Source: an optimization exercise on an open RTL-to-GDS flow (aim: small area and a short achievable clock period). Production flows keep margins and buffers that such runs may drop.
Function was checked by simulation only, so behaviour that the tests miss may differ from the original.

==> flow/design.v, too long to show whole: its modules and the start of the top module <==
// module Circle_Area_Calculator: 2327 lines
// module AOI21: 5 lines
// module FA: 6 lines
// module HA: 6 lines
// module INV: 5 lines
// module MX2I: 5 lines
// module NB2: 5 lines
// module ND2: 5 lines
// module NR2: 5 lines
// module OAI21: 5 lines
// module OR2: 5 lines
// module XN2: 5 lines
// module XR2: 5 lines
module Circle_Area_Calculator(clk, rst, radius, area);
  // ...
==> flow/flow/run.sh <==
#!/bin/bash
set -o pipefail
cp standard.sh standard_sh.log
export PRE_FLOORPLAN_TCL="$(pwd)/flow/downsize.tcl"
export SETUP_SLACK_MARGIN=${MARGIN:-14.5}
export BUFFER_PORTS_ARGS="-buffer_cell sky130_fd_sc_hd__buf_2"
bash standard.sh > standard.log 2>&1
==> flow/flow/downsize.tcl <==
# Downsize the combinational cells that synthesis mapped to a stronger drive
# than _1 (ABC upsizes some one-gate modules) to the _1 cell of the same
# function; the timing repair steps later upsize the cells that need it.
set ds_count 0
set ds_db [ord::get_db]
foreach ds_inst [[ord::get_db_block] getInsts] {
  set ds_master [[$ds_inst getMaster] getName]
  if { ![regexp {^sky130_fd_sc_hd__(\w+)_(\d+)$} $ds_master -> ds_base ds_drive] } { continue }
  if { $ds_drive <= 1 } { continue }
  if { [regexp {^(dfxtp|dfrtp|dfstp|buf|clkbuf|clkinv|clkdlybuf4s\d+|dlygate4sd\d|dlymetal6s\d+s|tapvpwrvgnd|fill|decap|conb)$} $ds_base] } { continue }
  set ds_new "sky130_fd_sc_hd__${ds_base}_1"
  if { [$ds_db findMaster $ds_new] == "NULL" } { continue }
  replace_cell [$ds_inst getName] $ds_new
  incr ds_count
}
puts "downsize.tcl: downsized $ds_count instances"
==> flow/standard.sh <==
#!/bin/bash
# synth_recipe.tcl (not shown) runs the flow's synth.tcl, then flattens the netlist and writes it again
# the make line also repeats each setting of config.mk as NAME=value (left out here)
make -C /OpenROAD-flow-scripts/flow DESIGN_CONFIG=/design/flow/config.mk WORK_HOME=/design/flow/orfs CLKGATE_MAP_FILE= SYNTH_SCRIPT=/design/flow/synth_recipe.tcl "${@:-finish}"
==> flow/config.mk <==
export PLATFORM = sky130hd
export DESIGN_NAME = Circle_Area_Calculator
export DESIGN_NICKNAME = Circle_Area_Calculator
export VERILOG_FILES = /design/flow/design.v
export SDC_FILE = /design/flow/constraint.sdc
export NUM_CORES = 4
export LEC_CHECK = 0
export CAP_MARGIN = 20
export CORE_MARGIN = 2
export CORE_UTILIZATION = 40
export SLEW_MARGIN = 20
export SYNTH_HIERARCHICAL = 1
export SYNTH_MINIMUM_KEEP_SIZE = 0
==> flow/constraint.sdc <==
create_clock -name core_clock -period 30.0 [get_ports {clk}]
set_input_delay 6.0000 -clock core_clock [delete_from_list [all_inputs] [get_ports {clk}]]
set_output_delay 6.0000 -clock core_clock [all_outputs]
set_load 0.01 [all_outputs]
==> summary.txt, run 1 <==
STA
  – Setup-failing EPs final: 0
  – Slew margin rel.: 0.137
  – Hold Slack: around 6 ns
  – RSZ-0062 raised after global routing: false
  – Final Hold Vio Count: 0

Global routing
  – Top Usage Layer GRT: met2
  – Congestion Overflow GR: 0
  – Pin count of the biggest net entering global routing: 32
  – Vias in the first global route: just under 10000

Routing
  – Drt first pass iters: 5
  – Drt initial violations: ~440
  – # DRC: 0
  – Routed WL: a little under 30000 microns

Cells and area
  – Most common cell after layout, fill and taps aside: nand2_1
  – Seq/total area: 0.0473
  – Fin cells: roughly 1800
  – Num sequential: 31
  – Final clock-cell share: 0.0107
  – Top flop regs: area x31
  – Non-clk bufs: 83

Outcome
  – Outcome: complete, no violations

Worst hold path
  – Hold path start: radius[29]

Yosys
  – Synth warnings: 7
  – Gate Count Post-Synth: 1289

Clock tree
  – CTS H-tree depth: 2
  – Clk root buf: clkbuf_16
  – Max Buffers Root-to-Sink: 2
  – CTS tree: yes
  – Total CTS buffers: 5

Placement
  – Routability cong.: a little under 0.9
  – Post-DP HPWL: around 22000 microns
  – Pre-CTS WS: ~14 ns

Die
  – Num rows: 62

Worst setup path
  – Worst path bufs/invs: 5
  – Crit path max fanout: 28
==> run 2, diff against run 1 <==
--- a/flow/design.v
+++ b/flow/design.v
@@ -1198,7 +1198,7 @@
   wire n810;
   XR2 u810 (n457, n476, n810);
   wire n811;
-  XR2 u811 (n810, n809, n811);
+  XN2 u811 (n810, n809, n811);
   wire n812;
   NR2 u812 (n457, n476, n812);
   wire n813;
@@ -1228,7 +1228,7 @@
   wire n825;
   XR2 u825 (n497, n516, n825);
   wire n826;
-  XR2 u826 (n825, n824, n826);
+  XN2 u826 (n825, n824, n826);
   wire n827;
   NR2 u827 (n497, n516, n827);
   wire n828;
@@ -1240,7 +1240,7 @@
   wire n831;
   OAI21 u831 (n829, n830, n828, n831);
   wire n832;
-  XR2 u832 (n536, n831, n832);
+  XN2 u832 (n536, n831, n832);
   wire n833;
   INV u833 (n536, n833);
   wire n834;
@@ -1248,7 +1248,7 @@
   wire n835;
   XR2 u835 (n537, n556, n835);
   wire n836;
-  XR2 u836 (n835, n834, n836);
+  XN2 u836 (n835, n834, n836);
   wire n837;
   NR2 u837 (n537, n556, n837);
   wire n838;
@@ -1264,7 +1264,7 @@
   wire n843;
   XR2 u843 (n557, n574, n843);
   wire n844;
-  XR2 u844 (n843, n842, n844);
+  XN2 u844 (n843, n842, n844);
   wire n845;
   NR2 u845 (n557, n574, n845);
   wire n846;
@@ -1274,7 +1274,7 @@
   wire n848;
   XR2 u848 (n575, n592, n848);
   wire n849;
-  XR2 u849 (n848, n847, n849);
+  XN2 u849 (n848, n847, n849);
   wire n850;
   NR2 u850 (n575, n592, n850);
   wire n851;
@@ -1294,7 +1294,7 @@
   wire n858;
   XR2 u858 (n609, n624, n858);
   wire n859;
-  XR2 u859 (n858, n857, n859);
+  XN2 u859 (n858, n857, n859);
   wire n860;
   NR2 u860 (n609, n624, n860);
   wire n861;
@@ -1318,7 +1318,7 @@
   wire n870;
   XR2 u870 (n625, n638, n870);
   wire n871;
-  XR2 u871 (n870, n869, n871);
+  XN2 u871 (n870, n869, n871);
   wire n872;
   NR2 u872 (n625, n638, n872);
   wire n873;
@@ -1328,7 +1328,7 @@
   wire n875;
   XR2 u875 (n639, n652, n875);
   wire n876;
-  XR2 u876 (n875, n874, n876);
+  XN2 u876 (n875, n874, n876);
   wire n877;
   NR2 u877 (n639, n652, n877);
   wire n878;
@@ -1348,7 +1348,7 @@
   wire n885;
   XR2 u885 (n665, n676, n885);
   wire n886;
-  XR2 u886 (n885, n884, n886);
+  XN2 u886 (n885, n884, n886);
   wire n887;
   NR2 u887 (n665, n676, n887);
   wire n888;
@@ -1364,7 +1364,7 @@
   wire n893;
   XR2 u893 (n677, n686, n893);
   wire n894;
-  XR2 u894 (n893, n892, n894);
+  XN2 u894 (n893, n892, n894);
   wire n895;
   NR2 u895 (n677, n686, n895);
   wire n896;
@@ -1374,7 +1374,7 @@
   wire n898;
   XR2 u898 (n687, n696, n898);
   wire n899;
-  XR2 u899 (n898, n897, n899);
+  XN2 u899 (n898, n897, n899);
   wire n900;
   NR2 u900 (n687, n696, n900);
   wire n901;
@@ -1394,7 +1394,7 @@
   wire n908;
   XR2 u908 (n705, n712, n908);
   wire n909;
-  XR2 u909 (n908, n907, n909);
+  XN2 u909 (n908, n907, n909);
   wire n910;
   NR2 u910 (n705, n712, n910);
   wire n911;
@@ -1422,7 +1422,7 @@
   wire n922;
   XR2 u922 (n719, n724, n922);
   wire n923;
-  XR2 u923 (n922, n921, n923);
+  XN2 u923 (n922, n921, n923);
   wire n924;
   NR2 u924 (n719, n724, n924);
   wire n925;
@@ -1444,7 +1444,7 @@
   wire n933;
   XR2 u933 (n729, n732, n933);
   wire n934;
-  XR2 u934 (n933, n932, n934);
+  XN2 u934 (n933, n932, n934);
   wire n935;
   NR2 u935 (n729, n732, n935);
   wire n936;
@@ -1460,7 +1460,7 @@
   wire n941;
   XR2 u941 (n733, n734, n941);
   wire n942;
-  XR2 u942 (n941, n940, n942);
+  XN2 u942 (n941, n940, n942);
   wire n943;
   NR2 u943 (n733, n734, n943);
   wire n944;
@@ -1470,7 +1470,7 @@
   wire n946;
   XR2 u946 (n735, n736, n946);
   wire n947;
-  XR2 u947 (n946, n945, n947);
+  XN2 u947 (n946, n945, n947);
   wire n948;
   NR2 u948 (n735, n736, n948);
   wire n949;
@@ -1480,844 +1480,802 @@
   wire n951;
   OAI21 u951 (n950, n940, n949, n951);
   wire n952;
-  XR2 u952 (n738, n951, n952);
+  XN2 u952 (n738, n951, n952);
   wire n953;
-  INV u953 (n811, n953);
+  MX2I u953 (n811, n822, p47, n953);
   wire n954;
-  MX2I u954 (n953, n822, p47, n954);
+  MX2I u954 (n822, n826, p47, n954);
   wire n955;
-  INV u955 (n826, n955);
+  MX2I u955 (n826, n832, p47, n955);
   wire n956;
-  MX2I u956 (n822, n955, p47, n956);
+  MX2I u956 (n832, n836, p47, n956);
   wire n957;
-  MX2I u957 (n826, n832, p47, n957);
+  MX2I u957 (n836, n844, p47, n957);
   wire n958;
-  MX2I u958 (n832, n836, p47, n958);
+  MX2I u958 (n844, n849, p47, n958);
   wire n959;
-  MX2I u959 (n836, n844, p47, n959);
+  MX2I u959 (n849, n855, p47, n959);
   wire n960;
-  MX2I u960 (n844, n849, p47, n960);
+  MX2I u960 (n855, n859, p47, n960);
   wire n961;
-  INV u961 (n849, n961);
+  MX2I u961 (n859, n871, p47, n961);
   wire n962;
-  MX2I u962 (n961, n855, p47, n962);
+  MX2I u962 (n871, n876, p47, n962);
   wire n963;
-  INV u963 (n859, n963);
+  MX2I u963 (n876, n882, p47, n963);
   wire n964;
-  MX2I u964 (n855, n963, p47, n964);
+  MX2I u964 (n882, n886, p47, n964);
   wire n965;
-  MX2I u965 (n859, n871, p47, n965);
+  MX2I u965 (n886, n894, p47, n965);
   wire n966;
-  MX2I u966 (n871, n876, p47, n966);
+  MX2I u966 (n894, n899, p47, n966);
   wire n967;
-  INV u967 (n876, n967);
+  MX2I u967 (n899, n905, p47, n967);
   wire n968;
-  MX2I u968 (n967, n882, p47, n968);
+  MX2I u968 (n905, n909, p47, n968);
   wire n969;
-  INV u969 (n886, n969);
+  MX2I u969 (n909, n919, p47, n969);
   wire n970;
-  MX2I u970 (n882, n969, p47, n970);
+  MX2I u970 (n919, n923, p47, n970);
   wire n971;
-  MX2I u971 (n886, n894, p47, n971);
+  MX2I u971 (n923, n930, p47, n971);
   wire n972;
-  MX2I u972 (n894, n899, p47, n972);
+  MX2I u972 (n930, n934, p47, n972);
   wire n973;
-  INV u973 (n899, n973);
+  MX2I u973 (n934, n942, p47, n973);
   wire n974;
-  MX2I u974 (n973, n905, p47, n974);
+  MX2I u974 (n942, n947, p47, n974);
   wire n975;
-  INV u975 (n909, n975);
+  MX2I u975 (n947, n952, p47, n975);
   wire n976;
-  MX2I u976 (n905, n975, p47, n976);
+  INV u976 (n953, n976);
   wire n977;
-  MX2I u977 (n975, n919, p47, n977);
+  INV u977 (n954, n977);
   wire n978;
-  INV u978 (n923, n978);
+  INV u978 (n955, n978);
   wire n979;
-  MX2I u979 (n919, n978, p47, n979);
+  INV u979 (n956, n979);
   wire n980;
-  MX2I u980 (n978, n930, p47, n980);
+  INV u980 (n957, n980);
   wire n981;
-  INV u981 (n934, n981);
+  INV u981 (n958, n981);
   wire n982;
-  MX2I u982 (n930, n981, p47, n982);
+  INV u982 (n959, n982);
   wire n983;
-  MX2I u983 (n934, n942, p47, n983);
+  INV u983 (n960, n983);
   wire n984;
-  MX2I u984 (n942, n947, p47, n984);
+  INV u984 (n961, n984);
   wire n985;
-  MX2I u985 (n947, n952, p47, n985);
+  INV u985 (n962, n985);
   wire n986;
-  INV u986 (n957, n986);
+  INV u986 (n963, n986);
   wire n987;
-  INV u987 (n958, n987);
+  INV u987 (n964, n987);
   wire n988;
-  INV u988 (n959, n988);
+  INV u988 (n965, n988);
   wire n989;
-  INV u989 (n960, n989);
+  INV u989 (n966, n989);
   wire n990;
-  INV u990 (n965, n990);
+  INV u990 (n967, n990);
   wire n991;
-  INV u991 (n966, n991);
+  INV u991 (n968, n991);
   wire n992;
-  INV u992 (n971, n992);
+  INV u992 (n969, n992);
   wire n993;
-  INV u993 (n972, n993);
+  INV u993 (n970, n993);
   wire n994;
-  INV u994 (n983, n994);
+  INV u994 (n971, n994);
   wire n995;
-  INV u995 (n984, n995);
+  INV u995 (n972, n995);
   wire n996;
-  INV u996 (n985, n996);
+  INV u996 (n973, n996);
   wire n997;
-  INV u997 (n954, n997);
+  INV u997 (n974, n997);
   wire n998;
-  INV u998 (n956, n998);
-  wire n999;
-  INV u999 (n962, n999);
-  wire n1000;
-  INV u1000 (n964, n1000);
+  INV u998 (n975, n998);
+  wire n999, n1000;
+  HA u1000 (n955, n976, n999, n1000);
   wire n1001;
-  INV u1001 (n968, n1001);
+  XN2 u1001 (n956, n977, n1001);
   wire n1002;
-  INV u1002 (n970, n1002);
+  OR2 u1002 (n956, n977, n1002);
   wire n1003;
-  INV u1003 (n974, n1003);
+  XN2 u1003 (n957, n978, n1003);
   wire n1004;
-  INV u1004 (n976, n1004);
+  OR2 u1004 (n957, n978, n1004);
   wire n1005;
-  INV u1005 (n977, n1005);
+  XN2 u1005 (n958, n979, n1005);
   wire n1006;
-  INV u1006 (n979, n1006);
+  OR2 u1006 (n958, n979, n1006);
   wire n1007;
-  INV u1007 (n980, n1007);
+  XN2 u1007 (n959, n980, n1007);
   wire n1008;
-  INV u1008 (n982, n1008);
-  wire n1009, n1010;
-  HA u1010 (n997, n986, n1009, n1010);
-  wire n1011;
-  XN2 u1011 (n998, n987, n1011);
-  wire n1012;
-  OR2 u1012 (n998, n987, n1012);
-  wire n1013;
-  XN2 u1013 (n957, n988, n1013);
-  wire n1014;
-  OR2 u1014 (n957, n988, n1014);
-  wire n1015;
-  XN2 u1015 (n958, n989, n1015);
-  wire n1016;
-  OR2 u1016 (n958, n989, n1016);
-  wire n1017;
-  XN2 u1017 (n959, n962, n1017);
-  wire n1018;
-  OR2 u1018 (n959, n962, n1018);
-  wire n1019;
-  XN2 u1019 (n960, n964, n1019);
-  wire n1020;
-  OR2 u1020 (n960, n964, n1020);
+  OR2 u1008 (n959, n980, n1008);
+  wire n1009;
+  XN2 u1009 (n960, n981, n1009);
+  wire n1010;
+  OR2 u1010 (n960, n981, n1010);
+  wire n1011, n1012;
+  FA u1012 (n953, n961, n982, n1011, n1012);
+  wire n1013, n1014;
+  FA u1014 (n954, n962, n983, n1013, n1014);
+  wire n1015, n1016;
+  FA u1016 (n955, n963, n984, n1015, n1016);
+  wire n1017, n1018;
+  FA u1018 (n956, n964, n985, n1017, n1018);
+  wire n1019, n1020;
+  FA u1020 (n953, n957, n965, n1019, n1020);
   wire n1021, n1022;
-  FA u1022 (n954, n999, n990, n1021, n1022);
+  FA u1022 (n986, n1019, n1018, n1021, n1022);
   wire n1023, n1024;
-  FA u1024 (n956, n1000, n991, n1023, n1024);
+  FA u1024 (n954, n958, n966, n1023, n1024);
   wire n1025, n1026;
-  FA u1026 (n986, n965, n968, n1025, n1026);
+  FA u1026 (n987, n1020, n1023, n1025, n1026);
   wire n1027, n1028;
-  FA u1028 (n987, n966, n970, n1027, n1028);
+  FA u1028 (n955, n959, n967, n1027, n1028);
   wire n1029, n1030;
-  FA u1030 (n954, n988, n1001, n1029, n1030);
-  wire n1031;
-  XN2 u1031 (n992, n1029, n1031);
-  wire n1032;
-  OR2 u1032 (n992, n1029, n1032);
+  FA u1030 (n988, n1024, n1027, n1029, n1030);
+  wire n1031, n1032;
+  FA u1032 (n953, n956, n960, n1031, n1032);
   wire n1033, n1034;
-  FA u1034 (n956, n989, n1002, n1033, n1034);
-  wire n1035, n1036;
-  FA u1036 (n993, n1030, n1033, n1035, n1036);
+  FA u1034 (n968, n1031, n989, n1033, n1034);
+  wire n1035;
+  XN2 u1035 (n1028, n1033, n1035);
+  wire n1036;
+  OR2 u1036 (n1028, n1033, n1036);
   wire n1037, n1038;
-  FA u1038 (n986, n962, n971, n1037, n1038);
+  FA u1038 (n954, n957, n961, n1037, n1038);
   wire n1039, n1040;
-  FA u1040 (n974, n1034, n1037, n1039, n1040);
+  FA u1040 (n1032, n969, n1037, n1039, n1040);
   wire n1041, n1042;
-  FA u1042 (n954, n987, n964, n1041, n1042);
+  FA u1042 (n990, n1039, n1034, n1041, n1042);
   wire n1043, n1044;
-  FA u1044 (n972, n976, n1041, n1043, n1044);
-  wire n1045;
-  XN2 u1045 (n1038, n1043, n1045);
-  wire n1046;
-  OR2 u1046 (n1038, n1043, n1046);
+  FA u1044 (n955, n958, n962, n1043, n1044);
+  wire n1045, n1046;
+  FA u1046 (n970, n1038, n1043, n1045, n1046);
   wire n1047, n1048;
-  FA u1048 (n956, n988, n990, n1047, n1048);
+  FA u1048 (n991, n1040, n1045, n1047, n1048);
   wire n1049, n1050;
-  FA u1050 (n1003, n1042, n977, n1049, n1050);
+  FA u1050 (q47n, n976, n956, n1049, n1050);
   wire n1051, n1052;
-  FA u1052 (n1047, n1044, n1049, n1051, n1052);
+  FA u1052 (n959, n963, n971, n1051, n1052);
   wire n1053, n1054;
-  FA u1054 (n986, n989, n991, n1053, n1054);
+  FA u1054 (n1049, n1044, n992, n1053, n1054);
   wire n1055, n1056;
-  FA u1056 (n979, n1048, n1004, n1055, n1056);
+  FA u1056 (n1051, n1046, n1053, n1055, n1056);
   wire n1057, n1058;
-  FA u1058 (n1053, n1050, n1055, n1057, n1058);
+  HA u1058 (n957, n977, n1057, n1058);
   wire n1059, n1060;
-  FA u1060 (q47n, n997, n987, n1059, n1060);
+  FA u1060 (n960, n1050, n1057, n1059, n1060);
   wire n1061, n1062;
-  FA u1062 (n962, n968, n980, n1061, n1062);
+  FA u1062 (n964, n972, n993, n1061, n1062);
   wire n1063, n1064;
-  FA u1064 (n1059, n1005, n1054, n1063, n1064);
-  wire n1065, n1066;
-  FA u1066 (n1061, n1056, n1063, n1065, n1066);
+  FA u1064 (n1052, n1059, n1061, n1063, n1064);
+  wire n1065;
+  XN2 u1065 (n1054, n1063, n1065);
+  wire n1066;
+  OR2 u1066 (n1054, n1063, n1066);
   wire n1067, n1068;
-  HA u1068 (n998, n988, n1067, n1068);
+  FA u1068 (n953, n958, n978, n1067, n1068);
   wire n1069, n1070;
-  FA u1070 (n964, n1067, n1060, n1069, n1070);
+  FA u1070 (n961, n1058, n965, n1069, n1070);
   wire n1071, n1072;
-  FA u1072 (n970, n1006, n982, n1071, n1072);
+  FA u1072 (n1067, n973, n994, n1071, n1072);
   wire n1073, n1074;
-  FA u1074 (n1062, n1069, n1071, n1073, n1074);
+  FA u1074 (n1060, n1069, n1062, n1073, n1074);
   wire n1075, n1076;
-  FA u1076 (n1064, n1073, n1066, n1075, n1076);
+  FA u1076 (n1071, n1064, n1073, n1075, n1076);
   wire n1077, n1078;
-  FA u1078 (n954, n957, n989, n1077, n1078);
+  FA u1078 (n954, n959, n979, n1077, n1078);
   wire n1079, n1080;
-  FA u1080 (n990, n1068, n992, n1079, n1080);
+  FA u1080 (n962, n966, n1068, n1079, n1080);
   wire n1081, n1082;
-  FA u1082 (n1007, n1077, n994, n1081, n1082);
+  FA u1082 (n974, n1077, n995, n1081, n1082);
   wire n1083, n1084;
   FA u1084 (n1070, n1079, n1072, n1083, n1084);
   wire n1085, n1086;
   FA u1086 (n1081, n1074, n1083, n1085, n1086);
   wire n1087, n1088;
-  FA u1088 (n956, n958, n962, n1087, n1088);
+  FA u1088 (n955, n960, n980, n1087, n1088);
   wire n1089, n1090;
-  FA u1090 (n991, n993, n1078, n1089, n1090);
+  FA u1090 (n963, n967, n975, n1089, n1090);
   wire n1091, n1092;
-  FA u1092 (n1087, n1008, n995, n1091, n1092);
+  FA u1092 (n1078, n1087, n996, n1091, n1092);
   wire n1093, n1094;
   FA u1094 (n1080, n1089, n1082, n1093, n1094);
   wire n1095, n1096;
   FA u1096 (n1091, n1084, n1093, n1095, n1096);
   wire n1097, n1098;
-  FA u1098 (n986, n959, n964, n1097, n1098);
+  HA u1098 (n956, n961, n1097, n1098);
   wire n1099, n1100;
-  FA u1100 (n968, n974, n1088, n1099, n1100);
+  FA u1100 (n981, n964, n1097, n1099, n1100);
   wire n1101, n1102;
-  FA u1102 (n983, n996, n1097, n1101, n1102);
+  FA u1102 (n968, n1088, n997, n1101, n1102);
   wire n1103, n1104;
-  FA u1104 (n1090, n1099, n1092, n1103, n1104);
+  FA u1104 (n1099, n1090, n1092, n1103, n1104);
   wire n1105, n1106;
   FA u1106 (n1101, n1094, n1103, n1105, n1106);
   wire n1107, n1108;
-  HA u1108 (n987, n960, n1107, n1108);
+  FA u1108 (n957, n982, n962, n1107, n1108);
   wire n1109, n1110;
-  FA u1110 (n990, n1107, n970, n1109, n1110);
+  FA u1110 (n965, n1098, n969, n1109, n1110);
   wire n1111, n1112;
-  FA u1112 (n1098, n976, n984, n1111, n1112);
+  FA u1112 (n1107, n998, n1100, n1111, n1112);
   wire n1113, n1114;
-  FA u1114 (n1100, n1109, n1102, n1113, n1114);
-  wire n1115, n1116;
-  FA u1116 (n1111, n1104, n1113, n1115, n1116);
+  FA u1114 (n1109, n1102, n1111, n1113, n1114);
+  wire n1115;
+  XN2 u1115 (n1104, n1113, n1115);
+  wire n1116;
+  OR2 u1116 (n1104, n1113, n1116);
   wire n1117, n1118;
-  FA u1118 (n988, n999, n991, n1117, n1118);
+  FA u1118 (n958, n963, n983, n1117, n1118);
   wire n1119, n1120;
-  FA u1120 (n1108, n992, n977, n1119, n1120);
+  FA u1120 (n966, n970, n1108, n1119, n1120);
   wire n1121, n1122;
-  FA u1122 (n985, n1117, n1110, n1121, n1122);
+  FA u1122 (n1117, n1110, n1119, n1121, n1122);
   wire n1123, n1124;
-  FA u1124 (n1112, n1119, n1121, n1123, n1124);
-  wire n1125;
-  XN2 u1125 (n1114, n1123, n1125);
-  wire n1126;
-  OR2 u1126 (n1114, n1123, n1126);
+  FA u1124 (n1112, n1121, n1114, n1123, n1124);
+  wire n1125, n1126;
+  HA u1126 (n959, n984, n1125, n1126);
   wire n1127, n1128;
-  FA u1128 (n989, n1000, n968, n1127, n1128);
+  FA u1128 (n964, n967, n971, n1127, n1128);
   wire n1129, n1130;
-  FA u1130 (n993, n979, n1118, n1129, n1130);
+  FA u1130 (n1125, n1118, n1127, n1129, n1130);
   wire n1131, n1132;
-  FA u1132 (n1127, n1120, n1129, n1131, n1132);
+  FA u1132 (n1120, n1129, n1122, n1131, n1132);
   wire n1133, n1134;
-  FA u1134 (n1122, n1131, n1124, n1133, n1134);
+  HA u1134 (n960, n965, n1133, n1134);
   wire n1135, n1136;
-  HA u1136 (n962, n965, n1135, n1136);
+  FA u1136 (n985, n968, n972, n1135, n1136);
   wire n1137, n1138;
-  FA u1138 (n970, n974, n980, n1137, n1138);
+  FA u1138 (n1126, n1133, n1128, n1137, n1138);
   wire n1139, n1140;
-  FA u1140 (n1135, n1128, n1137, n1139, n1140);
+  FA u1140 (n1135, n1130, n1137, n1139, n1140);
   wire n1141, n1142;
-  FA u1142 (n1130, n1139, n1132, n1141, n1142);
+  HA u1142 (n961, n966, n1141, n1142);
   wire n1143, n1144;
-  HA u1144 (n964, n966, n1143, n1144);
+  FA u1144 (n986, n969, n973, n1143, n1144);
   wire n1145, n1146;
-  FA u1146 (n992, n1136, n1143, n1145, n1146);
+  FA u1146 (n1134, n1141, n1136, n1145, n1146);
   wire n1147, n1148;
-  FA u1148 (n976, n982, n1138, n1147, n1148);
+  FA u1148 (n1143, n1138, n1145, n1147, n1148);
   wire n1149, n1150;
-  FA u1150 (n1145, n1140, n1147, n1149, n1150);
+  HA u1150 (n962, n967, n1149, n1150);
   wire n1151, n1152;
-  HA u1152 (n990, n1001, n1151, n1152);
+  FA u1152 (n970, n974, n987, n1151, n1152);
   wire n1153, n1154;
-  FA u1154 (n993, n1144, n1151, n1153, n1154);
+  FA u1154 (n1142, n1149, n1144, n1153, n1154);
   wire n1155, n1156;
-  FA u1156 (n977, n994, n1146, n1155, n1156);
+  FA u1156 (n1151, n1146, n1153, n1155, n1156);
   wire n1157, n1158;
-  FA u1158 (n1153, n1148, n1155, n1157, n1158);
+  HA u1158 (n963, n971, n1157, n1158);
   wire n1159, n1160;
-  HA u1160 (n991, n1002, n1159, n1160);
+  FA u1160 (n968, n975, n988, n1159, n1160);
   wire n1161, n1162;
-  FA u1162 (n974, n979, n1152, n1161, n1162);
+  FA u1162 (n1150, n1157, n1152, n1161, n1162);
   wire n1163, n1164;
-  FA u1164 (n995, n1159, n1154, n1163, n1164);
+  FA u1164 (n1159, n1154, n1161, n1163, n1164);
   wire n1165, n1166;
-  FA u1166 (n1161, n1156, n1163, n1165, n1166);
+  FA u1166 (n964, n969, n972, n1165, n1166);
   wire n1167, n1168;
-  HA u1168 (n968, n971, n1167, n1168);
+  FA u1168 (n989, n1158, n1165, n1167, n1168);
   wire n1169, n1170;
-  FA u1170 (n980, n976, n996, n1169, n1170);
+  FA u1170 (n1160, n1162, n1167, n1169, n1170);
   wire n1171, n1172;
-  FA u1172 (n1160, n1167, n1162, n1171, n1172);
+  FA u1172 (n965, n970, n973, n1171, n1172);
   wire n1173, n1174;
-  FA u1174 (n1169, n1164, n1171, n1173, n1174);
-  wire n1175, n1176;
-  FA u1176 (n970, n972, n977, n1175, n1176);
+  FA u1174 (n990, n1166, n1171, n1173, n1174);
+  wire n1175;
+  XN2 u1175 (n1168, n1173, n1175);
+  wire n1176;
+  OR2 u1176 (n1168, n1173, n1176);
   wire n1177, n1178;
-  FA u1178 (n982, n1168, n1170, n1177, n1178);
+  FA u1178 (n966, n971, n974, n1177, n1178);
   wire n1179, n1180;
-  FA u1180 (n1175, n1172, n1177, n1179, n1180);
-  wire n1181, n1182;
-  FA u1182 (n992, n1003, n979, n1181, n1182);
+  FA u1180 (n991, n1172, n1177, n1179, n1180);
+  wire n1181;
+  XN2 u1181 (n1174, n1179, n1181);
+  wire n1182;
+  OR2 u1182 (n1174, n1179, n1182);
   wire n1183, n1184;
-  FA u1184 (n994, n1181, n1176, n1183, n1184);
-  wire n1185;
-  XN2 u1185 (n1178, n1183, n1185);
-  wire n1186;
-  OR2 u1186 (n1178, n1183, n1186);
-  wire n1187, n1188;
-  FA u1188 (n993, n980, n1004, n1187, n1188);
+  FA u1184 (n967, n972, n975, n1183, n1184);
+  wire n1185, n1186;
+  FA u1186 (n992, n1178, n1183, n1185, n1186);
+  wire n1187;
+  XN2 u1187 (n1180, n1185, n1187);
+  wire n1188;
+  OR2 u1188 (n1180, n1185, n1188);
   wire n1189, n1190;
-  FA u1190 (n995, n1182, n1187, n1189, n1190);
-  wire n1191;
-  XN2 u1191 (n1184, n1189, n1191);
-  wire n1192;
-  OR2 u1192 (n1184, n1189, n1192);
-  wire n1193, n1194;
-  FA u1194 (n974, n1005, n982, n1193, n1194);
+  HA u1190 (n968, n973, n1189, n1190);
+  wire n1191, n1192;
+  FA u1192 (n993, n1189, n1184, n1191, n1192);
+  wire n1193;
+  XN2 u1193 (n1186, n1191, n1193);
+  wire n1194;
+  OR2 u1194 (n1186, n1191, n1194);
   wire n1195, n1196;
-  FA u1196 (n996, n1188, n1193, n1195, n1196);
-  wire n1197;
-  XN2 u1197 (n1190, n1195, n1197);
-  wire n1198;
-  OR2 u1198 (n1190, n1195, n1198);
+  FA u1196 (n969, n974, n994, n1195, n1196);
+  wire n1197, n1198;
+  FA u1198 (n1190, n1195, n1192, n1197, n1198);
   wire n1199, n1200;
-  HA u1200 (n1006, n976, n1199, n1200);
-  wire n1201, n1202;
-  FA u1202 (n994, n1199, n1194, n1201, n1202);
-  wire n1203;
-  XN2 u1203 (n1196, n1201, n1203);
-  wire n1204;
-  OR2 u1204 (n1196, n1201, n1204);
-  wire n1205, n1206;
-  FA u1206 (n1007, n977, n995, n1205, n1206);
+  FA u1200 (n970, n975, n995, n1199, n1200);
+  wire n1201;
+  XN2 u1201 (n1196, n1199, n1201);
+  wire n1202;
+  OR2 u1202 (n1196, n1199, n1202);
+  wire n1203, n1204;
+  HA u1204 (n971, n996, n1203, n1204);
+  wire n1205;
+  XN2 u1205 (n1203, n1200, n1205);
+  wire n1206;
+  OR2 u1206 (n1203, n1200, n1206);
   wire n1207, n1208;
-  FA u1208 (n1200, n1205, n1202, n1207, n1208);
-  wire n1209, n1210;
-  FA u1210 (n979, n1008, n996, n1209, n1210);
+  FA u1208 (n972, n997, n1204, n1207, n1208);
+  wire n1209;
+  XN2 u1209 (n973, n998, n1209);
+  wire n1210;
+  OR2 u1210 (n973, n998, n1210);
   wire n1211;
-  XN2 u1211 (n1206, n1209, n1211);
+  NR2 u1211 (n1048, n1055, n1211);
   wire n1212;
-  OR2 u1212 (n1206, n1209, n1212);
-  wire n1213, n1214;
-  HA u1214 (n980, n983, n1213, n1214);
+  XR2 u1212 (n1048, n1055, n1212);
+  wire n1213;
+  NR2 u1213 (n1042, n1047, n1213);
+  wire n1214;
+  XR2 u1214 (n1042, n1047, n1214);
   wire n1215;
-  XN2 u1215 (n1213, n1210, n1215);
+  NR2 u1215 (n1036, n1041, n1215);
   wire n1216;
-  OR2 u1216 (n1213, n1210, n1216);
-  wire n1217, n1218;
-  FA u1218 (n982, n984, n1214, n1217, n1218);
+  AOI21 u1216 (n1214, n1215, n1213, n1216);
+  wire n1217;
+  XR2 u1217 (n1036, n1041, n1217);
+  wire n1218;
+  ND2 u1218 (n1214, n1217, n1218);
   wire n1219;
-  XN2 u1219 (n994, n985, n1219);
+  NR2 u1219 (n1030, n1035, n1219);
   wire n1220;
-  OR2 u1220 (n994, n985, n1220);
+  XR2 u1220 (n1030, n1035, n1220);
   wire n1221;
-  NR2 u1221 (n1058, n1065, n1221);
+  NR2 u1221 (n1026, n1029, n1221);
   wire n1222;
-  XR2 u1222 (n1058, n1065, n1222);
+  AOI21 u1222 (n1220, n1221, n1219, n1222);
   wire n1223;
-  NR2 u1223 (n1052, n1057, n1223);
+  XR2 u1223 (n1026, n1029, n1223);
   wire n1224;
-  XR2 u1224 (n1052, n1057, n1224);
+  ND2 u1224 (n1220, n1223, n1224);
   wire n1225;
-  NR2 u1225 (n1046, n1051, n1225);
+  NR2 u1225 (n1022, n1025, n1225);
   wire n1226;
-  AOI21 u1226 (n1224, n1225, n1223, n1226);
+  XR2 u1226 (n1022, n1025, n1226);
   wire n1227;
-  XR2 u1227 (n1046, n1051, n1227);
+  INV u1227 (n1225, n1227);
   wire n1228;
-  ND2 u1228 (n1224, n1227, n1228);
+  OAI21 u1228 (n1224, n1227, n1222, n1228);
   wire n1229;
-  NR2 u1229 (n1040, n1045, n1229);
+  INV u1229 (n1021, n1229);
   wire n1230;
-  XR2 u1230 (n1040, n1045, n1230);
+  ND2 u1230 (n1226, n1229, n1230);
   wire n1231;
-  NR2 u1231 (n1036, n1039, n1231);
+  NR2 u1231 (n1224, n1230, n1231);
   wire n1232;
-  AOI21 u1232 (n1230, n1231, n1229, n1232);
+  NR2 u1232 (n1016, n1017, n1232);
   wire n1233;
-  XR2 u1233 (n1036, n1039, n1233);
+  XR2 u1233 (n1016, n1017, n1233);
   wire n1234;
-  ND2 u1234 (n1230, n1233, n1234);
+  NR2 u1234 (n1014, n1015, n1234);
   wire n1235;
-  NR2 u1235 (n1032, n1035, n1235);
+  AOI21 u1235 (n1233, n1234, n1232, n1235);
   wire n1236;
-  XR2 u1236 (n1032, n1035, n1236);
+  XR2 u1236 (n1014, n1015, n1236);
   wire n1237;
-  NR2 u1237 (n1028, n1031, n1237);
+  ND2 u1237 (n1233, n1236, n1237);
   wire n1238;
-  AOI21 u1238 (n1236, n1237, n1235, n1238);
+  NR2 u1238 (n1012, n1013, n1238);
   wire n1239;
-  OAI21 u1239 (n1234, n1238, n1232, n1239);
+  XR2 u1239 (n1012, n1013, n1239);
   wire n1240;
-  XR2 u1240 (n1028, n1031, n1240);
+  NR2 u1240 (n1010, n1011, n1240);
   wire n1241;
-  ND2 u1241 (n1236, n1240, n1241);
+  AOI21 u1241 (n1239, n1240, n1238, n1241);
   wire n1242;
-  NR2 u1242 (n1234, n1241, n1242);
+  OAI21 u1242 (n1237, n1241, n1235, n1242);
   wire n1243;
-  NR2 u1243 (n1026, n1027, n1243);
+  XR2 u1243 (n1010, n1011, n1243);
   wire n1244;
-  XR2 u1244 (n1026, n1027, n1244);
+  ND2 u1244 (n1239, n1243, n1244);
   wire n1245;
-  NR2 u1245 (n1024, n1025, n1245);
+  NR2 u1245 (n1237, n1244, n1245);
   wire n1246;
-  AOI21 u1246 (n1244, n1245, n1243, n1246);
+  NR2 u1246 (n1008, n1009, n1246);
   wire n1247;
-  XR2 u1247 (n1024, n1025, n1247);
+  XR2 u1247 (n1008, n1009, n1247);
   wire n1248;
-  ND2 u1248 (n1244, n1247, n1248);
+  NR2 u1248 (n1006, n1007, n1248);
   wire n1249;
-  NR2 u1249 (n1022, n1023, n1249);
+  AOI21 u1249 (n1247, n1248, n1246, n1249);
   wire n1250;
-  XR2 u1250 (n1022, n1023, n1250);
+  XR2 u1250 (n1006, n1007, n1250);
   wire n1251;
-  NR2 u1251 (n1020, n1021, n1251);
+  ND2 u1251 (n1247, n1250, n1251);
   wire n1252;
-  AOI21 u1252 (n1250, n1251, n1249, n1252);
+  NR2 u1252 (n1004, n1005, n1252);
   wire n1253;
-  OAI21 u1253 (n1248, n1252, n1246, n1253);
+  XR2 u1253 (n1004, n1005, n1253);
   wire n1254;
-  XR2 u1254 (n1020, n1021, n1254);
+  NR2 u1254 (n1002, n1003, n1254);
   wire n1255;
-  ND2 u1255 (n1250, n1254, n1255);
+  AOI21 u1255 (n1253, n1254, n1252, n1255);
   wire n1256;
-  NR2 u1256 (n1248, n1255, n1256);
+  OAI21 u1256 (n1251, n1255, n1249, n1256);
   wire n1257;
-  NR2 u1257 (n1018, n1019, n1257);
+  AOI21 u1257 (n1245, n1256, n1242, n1257);
   wire n1258;
-  XR2 u1258 (n1018, n1019, n1258);
+  XR2 u1258 (n1002, n1003, n1258);
   wire n1259;
-  NR2 u1259 (n1016, n1017, n1259);
+  ND2 u1259 (n1253, n1258, n1259);
   wire n1260;
-  AOI21 u1260 (n1258, n1259, n1257, n1260);
+  NR2 u1260 (n1251, n1259, n1260);
   wire n1261;
-  XR2 u1261 (n1016, n1017, n1261);
+  ND2 u1261 (n1245, n1260, n1261);
   wire n1262;
-  ND2 u1262 (n1258, n1261, n1262);
+  NR2 u1262 (n1000, n1001, n1262);
   wire n1263;
-  NR2 u1263 (n1014, n1015, n1263);
+  XR2 u1263 (n1000, n1001, n1263);
   wire n1264;
-  XR2 u1264 (n1014, n1015, n1264);
+  INV u1264 (n999, n1264);
   wire n1265;
-  NR2 u1265 (n1012, n1013, n1265);
+  ND2 u1265 (n1263, n1264, n1265);
   wire n1266;
-  AOI21 u1266 (n1264, n1265, n1263, n1266);
+  NR2 u1266 (n954, n953, n1266);
   wire n1267;
-  OAI21 u1267 (n1262, n1266, n1260, n1267);
+  INV u1267 (n1265, n1267);
   wire n1268;
-  AOI21 u1268 (n1256, n1267, n1253, n1268);
+  ND2 u1268 (n1267, n1266, n1268);
   wire n1269;
-  XR2 u1269 (n1012, n1013, n1269);
+  INV u1269 (n1262, n1269);
   wire n1270;
-  ND2 u1270 (n1264, n1269, n1270);
+  OAI21 u1270 (n1261, n1269, n1257, n1270);
   wire n1271;
-  NR2 u1271 (n1262, n1270, n1271);
+  AOI21 u1271 (n1231, n1270, n1228, n1271);
   wire n1272;
-  ND2 u1272 (n1256, n1271, n1272);
+  OAI21 u1272 (n1218, n1271, n1216, n1272);
   wire n1273;
-  NR2 u1273 (n1010, n1011, n1273);
+  AOI21 u1273 (n1212, n1272, n1211, n1273);
   wire n1274;
-  XR2 u1274 (n1010, n1011, n1274);
+  XR2 u1274 (n1056, n1065, n1274);
   wire n1275;
-  INV u1275 (n1009, n1275);
+  XN2 u1275 (n1274, n1273, n1275);
   wire n1276;
-  ND2 u1276 (n1274, n1275, n1276);
+  NR2 u1276 (n1056, n1065, n1276);
   wire n1277;
-  NR2 u1277 (n956, n954, n1277);
+  AOI21 u1277 (n1274, n1211, n1276, n1277);
   wire n1278;
-  INV u1278 (n1276, n1278);
+  ND2 u1278 (n1274, n1212, n1278);
   wire n1279;
-  ND2 u1279 (n1278, n1277, n1279);
+  OAI21 u1279 (n1278, n1216, n1277, n1279);
   wire n1280;
-  INV u1280 (n1273, n1280);
+  NR2 u1280 (n1278, n1218, n1280);
   wire n1281;
-  OAI21 u1281 (n1272, n1280, n1268, n1281);
+  AOI21 u1281 (n1280, n1228, n1279, n1281);
   wire n1282;
-  AOI21 u1282 (n1242, n1281, n1239, n1282);
+  ND2 u1282 (n1280, n1231, n1282);
   wire n1283;
-  OAI21 u1283 (n1228, n1282, n1226, n1283);
+  INV u1283 (n1270, n1283);
   wire n1284;
-  AOI21 u1284 (n1222, n1283, n1221, n1284);
+  OAI21 u1284 (n1282, n1283, n1281, n1284);
   wire n1285;
-  XR2 u1285 (n1075, n1284, n1285);
+  XR2 u1285 (n1066, n1075, n1285);
   wire n1286;
-  INV u1286 (n1075, n1286);
+  XR2 u1286 (n1285, n1284, n1286);
   wire n1287;
-  ND2 u1287 (n1286, n1221, n1287);
+  NR2 u1287 (n1066, n1075, n1287);
   wire n1288;
-  ND2 u1288 (n1286, n1222, n1288);
+  AOI21 u1288 (n1285, n1284, n1287, n1288);
   wire n1289;
-  OAI21 u1289 (n1288, n1226, n1287, n1289);
+  XR2 u1289 (n1076, n1085, n1289);
   wire n1290;
-  NR2 u1290 (n1288, n1228, n1290);
+  XN2 u1290 (n1289, n1288, n1290);
   wire n1291;
-  AOI21 u1291 (n1290, n1239, n1289, n1291);
+  NR2 u1291 (n1076, n1085, n1291);
   wire n1292;
-  ND2 u1292 (n1290, n1242, n1292);
+  AOI21 u1292 (n1289, n1287, n1291, n1292);
   wire n1293;
-  INV u1293 (n1281, n1293);
+  ND2 u1293 (n1289, n1285, n1293);
   wire n1294;
-  OAI21 u1294 (n1292, n1293, n1291, n1294);
+  INV u1294 (n1284, n1294);
   wire n1295;
-  XR2 u1295 (n1076, n1085, n1295);
+  OAI21 u1295 (n1293, n1294, n1292, n1295);
   wire n1296;
-  XR2 u1296 (n1295, n1294, n1296);
+  XR2 u1296 (n1086, n1095, n1296);
   wire n1297;
-  NR2 u1297 (n1076, n1085, n1297);
+  XR2 u1297 (n1296, n1295, n1297);
   wire n1298;
-  AOI21 u1298 (n1295, n1294, n1297, n1298);
+  NR2 u1298 (n1086, n1095, n1298);
   wire n1299;
-  XR2 u1299 (n1086, n1095, n1299);
+  AOI21 u1299 (n1296, n1295, n1298, n1299);
   wire n1300;
-  XR2 u1300 (n1299, n1298, n1300);
+  XR2 u1300 (n1096, n1105, n1300);
   wire n1301;
-  NR2 u1301 (n1086, n1095, n1301);
+  XN2 u1301 (n1300, n1299, n1301);
   wire n1302;
-  AOI21 u1302 (n1299, n1297, n1301, n1302);
+  NR2 u1302 (n1096, n1105, n1302);
   wire n1303;
-  ND2 u1303 (n1299, n1295, n1303);
+  AOI21 u1303 (n1300, n1298, n1302, n1303);
   wire n1304;
-  INV u1304 (n1294, n1304);
+  ND2 u1304 (n1300, n1296, n1304);
   wire n1305;
-  OAI21 u1305 (n1303, n1304, n1302, n1305);
+  OAI21 u1305 (n1304, n1292, n1303, n1305);
   wire n1306;
-  XR2 u1306 (n1096, n1105, n1306);
+  NR2 u1306 (n1304, n1293, n1306);
   wire n1307;
-  XR2 u1307 (n1306, n1305, n1307);
+  AOI21 u1307 (n1306, n1284, n1305, n1307);
   wire n1308;
-  NR2 u1308 (n1096, n1105, n1308);
+  XR2 u1308 (n1106, n1115, n1308);
   wire n1309;
-  AOI21 u1309 (n1306, n1305, n1308, n1309);
+  XN2 u1309 (n1308, n1307, n1309);
   wire n1310;
-  XR2 u1310 (n1106, n1115, n1310);
+  NR2 u1310 (n1106, n1115, n1310);
   wire n1311;
-  XR2 u1311 (n1310, n1309, n1311);
+  INV u1311 (n1307, n1311);
   wire n1312;
-  NR2 u1312 (n1106, n1115, n1312);
+  AOI21 u1312 (n1308, n1311, n1310, n1312);
   wire n1313;
-  AOI21 u1313 (n1310, n1308, n1312, n1313);
+  XR2 u1313 (n1116, n1123, n1313);
   wire n1314;
-  ND2 u1314 (n1310, n1306, n1314);
+  XN2 u1314 (n1313, n1312, n1314);
   wire n1315;
-  OAI21 u1315 (n1314, n1302, n1313, n1315);
+  NR2 u1315 (n1116, n1123, n1315);
   wire n1316;
-  NR2 u1316 (n1314, n1303, n1316);
+  AOI21 u1316 (n1313, n1310, n1315, n1316);
   wire n1317;
-  AOI21 u1317 (n1316, n1294, n1315, n1317);
+  ND2 u1317 (n1313, n1308, n1317);
   wire n1318;
-  XR2 u1318 (n1116, n1125, n1318);
+  OAI21 u1318 (n1317, n1307, n1316, n1318);
   wire n1319;
-  XR2 u1319 (n1318, n1317, n1319);
+  XR2 u1319 (n1124, n1131, n1319);
   wire n1320;
-  NR2 u1320 (n1116, n1125, n1320);
+  XR2 u1320 (n1319, n1318, n1320);
   wire n1321;
-  INV u1321 (n1317, n1321);
+  NR2 u1321 (n1124, n1131, n1321);
   wire n1322;
-  AOI21 u1322 (n1318, n1321, n1320, n1322);
+  AOI21 u1322 (n1319, n1318, n1321, n1322);
   wire n1323;
-  XR2 u1323 (n1126, n1133, n1323);
+  XR2 u1323 (n1132, n1139, n1323);
   wire n1324;
-  XR2 u1324 (n1323, n1322, n1324);
+  XN2 u1324 (n1323, n1322, n1324);
   wire n1325;
-  NR2 u1325 (n1126, n1133, n1325);
+  NR2 u1325 (n1132, n1139, n1325);
   wire n1326;
-  AOI21 u1326 (n1323, n1320, n1325, n1326);
+  AOI21 u1326 (n1323, n1321, n1325, n1326);
   wire n1327;
-  ND2 u1327 (n1323, n1318, n1327);
+  ND2 u1327 (n1323, n1319, n1327);
   wire n1328;
-  OAI21 u1328 (n1327, n1317, n1326, n1328);
+  OAI21 u1328 (n1327, n1316, n1326, n1328);
   wire n1329;
-  XR2 u1329 (n1134, n1141, n1329);
+  NR2 u1329 (n1327, n1317, n1329);
   wire n1330;
-  XR2 u1330 (n1329, n1328, n1330);
+  AOI21 u1330 (n1329, n1305, n1328, n1330);
   wire n1331;
-  NR2 u1331 (n1134, n1141, n1331);
+  ND2 u1331 (n1329, n1306, n1331);
   wire n1332;
-  AOI21 u1332 (n1329, n1328, n1331, n1332);
+  OAI21 u1332 (n1331, n1281, n1330, n1332);
   wire n1333;
-  XR2 u1333 (n1142, n1149, n1333);
+  NR2 u1333 (n1331, n1282, n1333);
   wire n1334;
-  XR2 u1334 (n1333, n1332, n1334);
+  AOI21 u1334 (n1333, n1270, n1332, n1334);
   wire n1335;
-  NR2 u1335 (n1142, n1149, n1335);
+  XR2 u1335 (n1140, n1147, n1335);
   wire n1336;
-  AOI21 u1336 (n1333, n1331, n1335, n1336);
+  XN2 u1336 (n1335, n1334, n1336);
   wire n1337;
-  ND2 u1337 (n1333, n1329, n1337);
+  NR2 u1337 (n1140, n1147, n1337);
   wire n1338;
-  OAI21 u1338 (n1337, n1326, n1336, n1338);
+  INV u1338 (n1334, n1338);
   wire n1339;
-  NR2 u1339 (n1337, n1327, n1339);
+  AOI21 u1339 (n1335, n1338, n1337, n1339);
   wire n1340;
-  AOI21 u1340 (n1339, n1315, n1338, n1340);
+  XR2 u1340 (n1148, n1155, n1340);
   wire n1341;
-  ND2 u1341 (n1339, n1316, n1341);
+  XN2 u1341 (n1340, n1339, n1341);
   wire n1342;
-  OAI21 u1342 (n1341, n1291, n1340, n1342);
+  NR2 u1342 (n1148, n1155, n1342);
   wire n1343;
-  NR2 u1343 (n1341, n1292, n1343);
+  AOI21 u1343 (n1340, n1337, n1342, n1343);
   wire n1344;
-  AOI21 u1344 (n1343, n1281, n1342, n1344);
+  ND2 u1344 (n1340, n1335, n1344);
   wire n1345;
-  XR2 u1345 (n1150, n1157, n1345);
+  OAI21 u1345 (n1344, n1334, n1343, n1345);
   wire n1346;
-  XR2 u1346 (n1345, n1344, n1346);
+  XR2 u1346 (n1156, n1163, n1346);
   wire n1347;
-  NR2 u1347 (n1150, n1157, n1347);
+  XR2 u1347 (n1346, n1345, n1347);
   wire n1348;
-  INV u1348 (n1344, n1348);
+  NR2 u1348 (n1156, n1163, n1348);
   wire n1349;
-  AOI21 u1349 (n1345, n1348, n1347, n1349);
+  AOI21 u1349 (n1346, n1345, n1348, n1349);
   wire n1350;
-  XR2 u1350 (n1158, n1165, n1350);
+  XR2 u1350 (n1164, n1169, n1350);
   wire n1351;
-  XR2 u1351 (n1350, n1349, n1351);
+  XN2 u1351 (n1350, n1349, n1351);
   wire n1352;
-  NR2 u1352 (n1158, n1165, n1352);
+  NR2 u1352 (n1164, n1169, n1352);
   wire n1353;
-  AOI21 u1353 (n1350, n1347, n1352, n1353);
+  AOI21 u1353 (n1350, n1348, n1352, n1353);
   wire n1354;
-  ND2 u1354 (n1350, n1345, n1354);
+  ND2 u1354 (n1350, n1346, n1354);
   wire n1355;
-  OAI21 u1355 (n1354, n1344, n1353, n1355);
+  OAI21 u1355 (n1354, n1343, n1353, n1355);
   wire n1356;
-  XR2 u1356 (n1166, n1173, n1356);
+  NR2 u1356 (n1354, n1344, n1356);
   wire n1357;
-  XR2 u1357 (n1356, n1355, n1357);
+  AOI21 u1357 (n1356, n1338, n1355, n1357);
   wire n1358;
-  NR2 u1358 (n1166, n1173, n1358);
+  XR2 u1358 (n1170, n1175, n1358);
   wire n1359;
-  AOI21 u1359 (n1356, n1355, n1358, n1359);
+  XN2 u1359 (n1358, n1357, n1359);
   wire n1360;
-  XR2 u1360 (n1174, n1179, n1360);
+  NR2 u1360 (n1170, n1175, n1360);
   wire n1361;
-  XR2 u1361 (n1360, n1359, n1361);
+  INV u1361 (n1357, n1361);
   wire n1362;
-  NR2 u1362 (n1174, n1179, n1362);
+  AOI21 u1362 (n1358, n1361, n1360, n1362);
   wire n1363;
-  AOI21 u1363 (n1360, n1358, n1362, n1363);
+  XR2 u1363 (n1176, n1181, n1363);
   wire n1364;
-  ND2 u1364 (n1360, n1356, n1364);
+  XN2 u1364 (n1363, n1362, n1364);
   wire n1365;
-  OAI21 u1365 (n1364, n1353, n1363, n1365);
+  NR2 u1365 (n1176, n1181, n1365);
   wire n1366;
-  NR2 u1366 (n1364, n1354, n1366);
+  AOI21 u1366 (n1363, n1360, n1365, n1366);
   wire n1367;
-  AOI21 u1367 (n1366, n1348, n1365, n1367);
+  ND2 u1367 (n1363, n1358, n1367);
   wire n1368;
-  XR2 u1368 (n1180, n1185, n1368);
+  OAI21 u1368 (n1367, n1357, n1366, n1368);
   wire n1369;
-  XR2 u1369 (n1368, n1367, n1369);
+  XR2 u1369 (n1182, n1187, n1369);
   wire n1370;
-  NR2 u1370 (n1180, n1185, n1370);
+  XR2 u1370 (n1369, n1368, n1370);
   wire n1371;
-  INV u1371 (n1367, n1371);
+  NR2 u1371 (n1182, n1187, n1371);
   wire n1372;
-  AOI21 u1372 (n1368, n1371, n1370, n1372);
+  AOI21 u1372 (n1369, n1368, n1371, n1372);
   wire n1373;
-  XR2 u1373 (n1186, n1191, n1373);
+  XR2 u1373 (n1188, n1193, n1373);
   wire n1374;
-  XR2 u1374 (n1373, n1372, n1374);
+  XN2 u1374 (n1373, n1372, n1374);
   wire n1375;
-  NR2 u1375 (n1186, n1191, n1375);
+  NR2 u1375 (n1188, n1193, n1375);
   wire n1376;
-  AOI21 u1376 (n1373, n1370, n1375, n1376);
+  AOI21 u1376 (n1373, n1371, n1375, n1376);
   wire n1377;
-  ND2 u1377 (n1373, n1368, n1377);
+  ND2 u1377 (n1373, n1369, n1377);
   wire n1378;
-  OAI21 u1378 (n1377, n1367, n1376, n1378);
+  OAI21 u1378 (n1377, n1366, n1376, n1378);
   wire n1379;
-  XR2 u1379 (n1192, n1197, n1379);
+  NR2 u1379 (n1377, n1367, n1379);
   wire n1380;
-  XR2 u1380 (n1379, n1378, n1380);
+  AOI21 u1380 (n1379, n1355, n1378, n1380);
   wire n1381;
-  NR2 u1381 (n1192, n1197, n1381);
+  ND2 u1381 (n1379, n1356, n1381);
   wire n1382;
-  AOI21 u1382 (n1379, n1378, n1381, n1382);
+  OAI21 u1382 (n1381, n1334, n1380, n1382);
   wire n1383;
-  XR2 u1383 (n1198, n1203, n1383);
+  XR2 u1383 (n1194, n1197, n1383);
   wire n1384;
   XR2 u1384 (n1383, n1382, n1384);
   wire n1385;
-  NR2 u1385 (n1198, n1203, n1385);
+  NR2 u1385 (n1194, n1197, n1385);
   wire n1386;
-  AOI21 u1386 (n1383, n1381, n1385, n1386);
+  AOI21 u1386 (n1383, n1382, n1385, n1386);
   wire n1387;
-  ND2 u1387 (n1383, n1379, n1387);
+  XR2 u1387 (n1198, n1201, n1387);
   wire n1388;
-  OAI21 u1388 (n1387, n1376, n1386, n1388);
+  XN2 u1388 (n1387, n1386, n1388);
   wire n1389;
-  NR2 u1389 (n1387, n1377, n1389);
+  NR2 u1389 (n1198, n1201, n1389);
   wire n1390;
-  AOI21 u1390 (n1389, n1365, n1388, n1390);
+  AOI21 u1390 (n1387, n1385, n1389, n1390);
   wire n1391;
-  ND2 u1391 (n1389, n1366, n1391);
+  ND2 u1391 (n1387, n1383, n1391);
   wire n1392;
-  OAI21 u1392 (n1391, n1344, n1390, n1392);
+  INV u1392 (n1382, n1392);
   wire n1393;
-  XR2 u1393 (n1204, n1207, n1393);
+  OAI21 u1393 (n1391, n1392, n1390, n1393);
   wire n1394;
-  XR2 u1394 (n1393, n1392, n1394);
+  XR2 u1394 (n1202, n1205, n1394);
   wire n1395;
-  NR2 u1395 (n1204, n1207, n1395);
+  XR2 u1395 (n1394, n1393, n1395);
   wire n1396;
-  AOI21 u1396 (n1393, n1392, n1395, n1396);
+  NR2 u1396 (n1202, n1205, n1396);
   wire n1397;
-  XR2 u1397 (n1208, n1211, n1397);
+  AOI21 u1397 (n1394, n1393, n1396, n1397);
   wire n1398;
-  XR2 u1398 (n1397, n1396, n1398);
+  XR2 u1398 (n1206, n1207, n1398);
   wire n1399;
-  NR2 u1399 (n1208, n1211, n1399);
+  XN2 u1399 (n1398, n1397, n1399);
   wire n1400;
-  AOI21 u1400 (n1397, n1395, n1399, n1400);
+  NR2 u1400 (n1206, n1207, n1400);
   wire n1401;
-  ND2 u1401 (n1397, n1393, n1401);
+  AOI21 u1401 (n1398, n1396, n1400, n1401);
   wire n1402;
-  INV u1402 (n1392, n1402);
+  ND2 u1402 (n1398, n1394, n1402);
   wire n1403;
-  OAI21 u1403 (n1401, n1402, n1400, n1403);
+  OAI21 u1403 (n1402, n1390, n1401, n1403);
   wire n1404;
-  XR2 u1404 (n1212, n1215, n1404);
+  NR2 u1404 (n1402, n1391, n1404);
   wire n1405;
-  XR2 u1405 (n1404, n1403, n1405);
+  AOI21 u1405 (n1404, n1382, n1403, n1405);
   wire n1406;
-  NR2 u1406 (n1212, n1215, n1406);
+  XR2 u1406 (n1208, n1209, n1406);
   wire n1407;
-  AOI21 u1407 (n1404, n1403, n1406, n1407);
+  XN2 u1407 (n1406, n1405, n1407);
   wire n1408;
-  XR2 u1408 (n1216, n1217, n1408);
+  NR2 u1408 (n1208, n1209, n1408);
   wire n1409;
-  XR2 u1409 (n1408, n1407, n1409);
+  INV u1409 (n1405, n1409);
   wire n1410;
-  NR2 u1410 (n1216, n1217, n1410);
+  AOI21 u1410 (n1406, n1409, n1408, n1410);
   wire n1411;
-  AOI21 u1411 (n1408, n1406, n1410, n1411);
+  XR2 u1411 (n974, n1210, n1411);
   wire n1412;
-  ND2 u1412 (n1408, n1404, n1412);
+  XN2 u1412 (n1411, n1410, n1412);
   wire n1413;
-  OAI21 u1413 (n1412, n1400, n1411, n1413);
+  NR2 u1413 (n974, n1210, n1413);
   wire n1414;
-  NR2 u1414 (n1412, n1401, n1414);
+  AOI21 u1414 (n1411, n1408, n1413, n1414);
   wire n1415;
-  AOI21 u1415 (n1414, n1392, n1413, n1415);
+  ND2 u1415 (n1411, n1406, n1415);
   wire n1416;
-  XR2 u1416 (n1218, n1219, n1416);
+  OAI21 u1416 (n1415, n1405, n1414, n1416);
   wire n1417;
-  XR2 u1417 (n1416, n1415, n1417);
+  XR2 u1417 (n975, n1416, n1417);
   wire n1418;
-  NR2 u1418 (n1218, n1219, n1418);
+  MX2I u1418 (n1275, n1286, q47, n1418);
   wire n1419;
-  INV u1419 (n1415, n1419);
+  MX2I u1419 (n1286, n1290, q47, n1419);
   wire n1420;
-  AOI21 u1420 (n1416, n1419, n1418, n1420);
+  MX2I u1420 (n1290, n1297, q47, n1420);
   wire n1421;
-  XR2 u1421 (n995, n1220, n1421);
+  MX2I u1421 (n1297, n1301, q47, n1421);
   wire n1422;
-  XR2 u1422 (n1421, n1420, n1422);
+  MX2I u1422 (n1301, n1309, q47, n1422);
   wire n1423;
-  NR2 u1423 (n995, n1220, n1423);
+  MX2I u1423 (n1309, n1314, q47, n1423);
   wire n1424;
-  AOI21 u1424 (n1421, n1418, n1423, n1424);
+  MX2I u1424 (n1314, n1320, q47, n1424);
   wire n1425;
-  ND2 u1425 (n1421, n1416, n1425);
+  MX2I u1425 (n1320, n1324, q47, n1425);
   wire n1426;
-  OAI21 u1426 (n1425, n1415, n1424, n1426);
+  MX2I u1426 (n1324, n1336, q47, n1426);
   wire n1427;
-  XR2 u1427 (n996, n1426, n1427);
+  MX2I u1427 (n1336, n1341, q47, n1427);
   wire n1428;
-  MX2I u1428 (n1285, n1296, q47, n1428);
+  MX2I u1428 (n1341, n1347, q47, n1428);
   wire n1429;
-  INV u1429 (n1300, n1429);
+  MX2I u1429 (n1347, n1351, q47, n1429);
   wire n1430;
-  MX2I u1430 (n1296, n1429, q47, n1430);
+  MX2I u1430 (n1351, n1359, q47, n1430);
   wire n1431;
-  MX2I u1431 (n1429, n1307, q47, n1431);
+  MX2I u1431 (n1359, n1364, q47, n1431);
   wire n1432;
-  INV u1432 (n1311, n1432);
+  MX2I u1432 (n1364, n1370, q47, n1432);
   wire n1433;
-  MX2I u1433 (n1307, n1432, q47, n1433);
+  MX2I u1433 (n1370, n1374, q47, n1433);
   wire n1434;
-  MX2I u1434 (n1311, n1319, q47, n1434);
+  MX2I u1434 (n1374, n1384, q47, n1434);
   wire n1435;
-  MX2I u1435 (n1319, n1324, q47, n1435);
+  MX2I u1435 (n1384, n1388, q47, n1435);
   wire n1436;
-  INV u1436 (n1324, n1436);
+  MX2I u1436 (n1388, n1395, q47, n1436);
   wire n1437;
-  MX2I u1437 (n1436, n1330, q47, n1437);
+  MX2I u1437 (n1395, n1399, q47, n1437);
   wire n1438;
-  INV u1438 (n1334, n1438);
+  MX2I u1438 (n1399, n1407, q47, n1438);
   wire n1439;
-  MX2I u1439 (n1330, n1438, q47, n1439);
+  MX2I u1439 (n1407, n1412, q47, n1439);
   wire n1440;
-  MX2I u1440 (n1334, n1346, q47, n1440);
-  wire n1441;
-  MX2I u1441 (n1346, n1351, q47, n1441);
-  wire n1442;
-  INV u1442 (n1351, n1442);
-  wire n1443;
-  MX2I u1443 (n1442, n1357, q47, n1443);
-  wire n1444;
-  INV u1444 (n1361, n1444);
-  wire n1445;
-  MX2I u1445 (n1357, n1444, q47, n1445);
-  wire n1446;
-  MX2I u1446 (n1361, n1369, q47, n1446);
-  wire n1447;
-  MX2I u1447 (n1369, n1374, q47, n1447);
-  wire n1448;
-  INV u1448 (n1374, n1448);
-  wire n1449;
-  MX2I u1449 (n1448, n1380, q47, n1449);
-  wire n1450;
-  INV u1450 (n1384, n1450);
-  wire n1451;
-  MX2I u1451 (n1380, n1450, q47, n1451);
-  wire n1452;
-  MX2I u1452 (n1450, n1394, q47, n1452);
-  wire n1453;
-  INV u1453 (n1398, n1453);
-  wire n1454;
-  MX2I u1454 (n1394, n1453, q47, n1454);
-  wire n1455;
-  MX2I u1455 (n1453, n1405, q47, n1455);
-  wire n1456;
-  INV u1456 (n1409, n1456);
-  wire n1457;
-  MX2I u1457 (n1405, n1456, q47, n1457);
-  wire n1458;
-  MX2I u1458 (n1409, n1417, q47, n1458);
-  wire n1459;
-  MX2I u1459 (n1417, n1422, q47, n1459);
-  wire n1460;
-  INV u1460 (n1422, n1460);
-  wire n1461;
-  MX2I u1461 (n1460, n1427, q47, n1461);
-  assign mant = {~n1461, n1459, n1458, ~n1457, ~n1455, ~n1454, ~n1452, ~n1451, ~n1449, n1447, n1446, ~n1445, ~n1443, n1441, n1440, ~n1439, ~n1437, n1435, n1434, ~n1433, ~n1431, ~n1430, ~n1428};
+  MX2I u1440 (n1412, n1417, q47, n1440);
+  assign mant = {~n1440, ~n1439, ~n1438, ~n1437, ~n1436, ~n1435, ~n1434, ~n1433, ~n1432, ~n1431, ~n1430, ~n1429, ~n1428, ~n1427, ~n1426, ~n1425, ~n1424, ~n1423, ~n1422, ~n1421, ~n1420, ~n1419, ~n1418};
   always @(posedge clk) begin
     if (rst)
       area <= 32'd0;
==> flow/flow/run.sh (replaced) <==
#!/bin/bash
set -o pipefail
cp standard.sh standard_sh.log
export PRE_FLOORPLAN_TCL="$(pwd)/flow/downsize.tcl"
export SETUP_SLACK_MARGIN=${MARGIN:-14.25}
export BUFFER_PORTS_ARGS="-buffer_cell sky130_fd_sc_hd__buf_2"
bash standard.sh > standard.log 2>&1
==> run 2 against run 1 <==
Still clean on timing, DRC and antenna; die area fell by 0.82%; sequential cell count stayed put; first-iteration DRC count shrank 0.68%; synthesized cell count decreased by 1.6%; via count down 0.55%; maximum frequency fell by 0.64%; global-route usage fell by 0.20 points; cell area is 1.7% lower; largest cell class unchanged.
==> summary.txt, run 2 <==
Worst setup path
  – Worst path bufs/invs: 5 (unchanged)
  – Top delay family on crit path: adder cells
  – WP data required: between 30 and 40 ns
  – WP data arrival: 15.19 ns
  – Crit Path Category: in -> reg
  – Slowest-stage cell, CP: fa_1
  – Slowest cell delay on critical path: ~0.56 ns
  – Crit path max fanout: 29 (+3.6%)
  – Critical Path Sink Type: flop
  – Crit start category: primary input

STA
  – Hold Slack: 5.97 ns (-0.00127 ns)
  – Maximum clock frequency: ~66 MHz
  – RSZ-0062 raised after global routing: false
  – Fin crit period: 15.04 ns
  – Post-Route Setup TNS: 0 ns
  – Setup-failing EPs final: 0 (unchanged)
  – Tcrit/Tclk final: 0.501
  – Fin. max-slew vios: 0
  – Slew margin rel.: 0.261 (+0.123)
  – Final Hold Vio Count: 0 (unchanged)
  – Least-Margin Pin Slew: 1.10 ns

Routing
  – Wire per inst: between 15 and 20 microns
  – Final ANT Viol Nets: 0
  – Routed WL: 28900 microns (-1.3%)
  – Total number of vias: roughly 9000
  – Drt first pass iters: 5 (unchanged)
  – # DRC: 0 (unchanged)
  – Via-to-Cell Ratio: 5.19
  – Drt initial violations: 441 (-0.68%)

Placement
  – Port bufs: 62
  – Dpl cells: roughly 1700
  – Routability cong.: 0.818 (-5.8%)
  – Post-DP HPWL: 21900 microns (-2.1%)

Cells and area
  – Most common cell after layout, fill and taps aside: nand2_1
  – Layout cells sized above 1: 0.0724
  – Nets: around 1700
  – Largest register FFs: 31
  – Top flop regs: area x31
  – Biggest register: area
  – Most frequent cells in the layout: nand2_1 (312), fa_1 (297), nor2_1 (128)
  – Util after Layout: 0.449
  – Number of diodes: 0
  – Fin cells: 1738 (-1.3%)
  – Fill count: approximately 2900

Die
  – Initial core utilization: 0.407
  – Die height: ~170 microns
  – Die width: approximately 170 microns
  – Num rows: 62 (unchanged)
  – I/O pin total: 66
  – Core Area: about 29000 sq um
  – Die Area: just over 30000 sq um

Yosys
  – Synth warnings: 7 (unchanged)
  – Mapped Nets: between 1500 and 2000
  – Gate Count Post-Synth: 1268 (-1.6%)

Global routing
  – Vias in the first global route: 9689 (-0.50%)
  – GRT Total Usage: 0.198
  – First-pass GRT wire length: around 49000 microns
  – Pin count of the biggest net entering global routing: 32 (unchanged)
  – Initial antenna violation count: 0
  – Congestion Overflow GR: 0 (unchanged)

Clock tree
  – Clk sinks: 31
  – Max Buffers Root-to-Sink: 2 (unchanged)
  – CTS H-tree depth: 2 (unchanged)
  – Clk root buf: clkbuf_16
  – Reg clk slew, reported paths: 0.06 ns
  – CTS tree: yes
  – Post-CTS Hold Buffers: 0
  – Total CTS buffers: 5 (unchanged)

Worst hold path
  – Worst Hold Class: in -> reg

Outcome
  – Outcome: complete, no violations

Job
  – Max_cap viols: 0
[run 2: area by class of cell]
class / count / area (sq um) / share of cell area
repair buffers: 82 / 518 / 0.0402
well taps: 384 / 480 / 0.0373
clock buffers: 6 / 139 / 0.0108
inverters: 73 / 274 / 0.0213
flip-flops and latches: 31 / 621 / 0.0482
clock inverters: 2 / 35.0 / 0.00272
multi-input cells: 1160 / 10800 / 0.840
[run 2: what timing repair did]
item / 4_1_cts / 5_1_grt
gates resized for setup: 3 / 33
setup endpoints to repair: 5 / 14
buffers inserted: 0 / 0
[run 2: through the flow]
| step | worst slack [ns] | instance area (sq um) |
|---|---|---|
| final | 14.96 | 12900 |
| after global routing | 14.28 | 12900 |
| after CTS | 14.35 | 12800 |
| after detailed placement | 13.81 | 12600 |
| after global placement | 13.84 | 12600 |
| after floorplan | 15.77 | 11700 |
[run 2: path summary, 6_finish.rpt]
path / from / end / slack, ns / cells past startpoint
max: radius[22] / area[15] / 14.96 / 37
min: radius[29] / area[30] / 5.97 / 3
[run 2: metal layers]
layer | vias up | share of wire | GRT usage
met5 | - | 0 | 0
met4 | 0 | 0.013 | 0.0368
met3 | 33 | 0.068 | 0.0298
met2 | 294 | 0.49 | 0.340
met1 | 4532 | 0.43 | 0.270
li1 | 4158 | - | -

afterwards: timing with drivers on the ports:
No port has a modelled driver above. Below, the same layouts with a new extraction and two added sets of constraints.
Step 1 sets driving cells, clkbuf_16 on the clock port and buf_2 on the other inputs (assumed; they add their load-dependent delay and slew).
Step 2 also shifts input and output timing later by t, the mid clock arrival at the registers, as if the neighbouring blocks saw the same clock.
Slacks: ideal / step 1 / step 2; pairs: ideal / step 1.
| run | shift t [ns] | slack for setup (ns) | worst slew at a driven data input, ns | cell pins on the clock port's net |
|---|---|---|---|---|
| run 1 | 0.309 | 15.055 / 15.057 / 14.748 | 0.04 | 1 |
| run 2 | 0.311 | 14.959 / 14.970 / 14.658 | 0.03 | 1 |
After both steps every run listed still meets setup and hold. For run 1, which loses most, drivers alone change the setup slack by +0.002 ns; drivers and shift together by -0.307 ns.
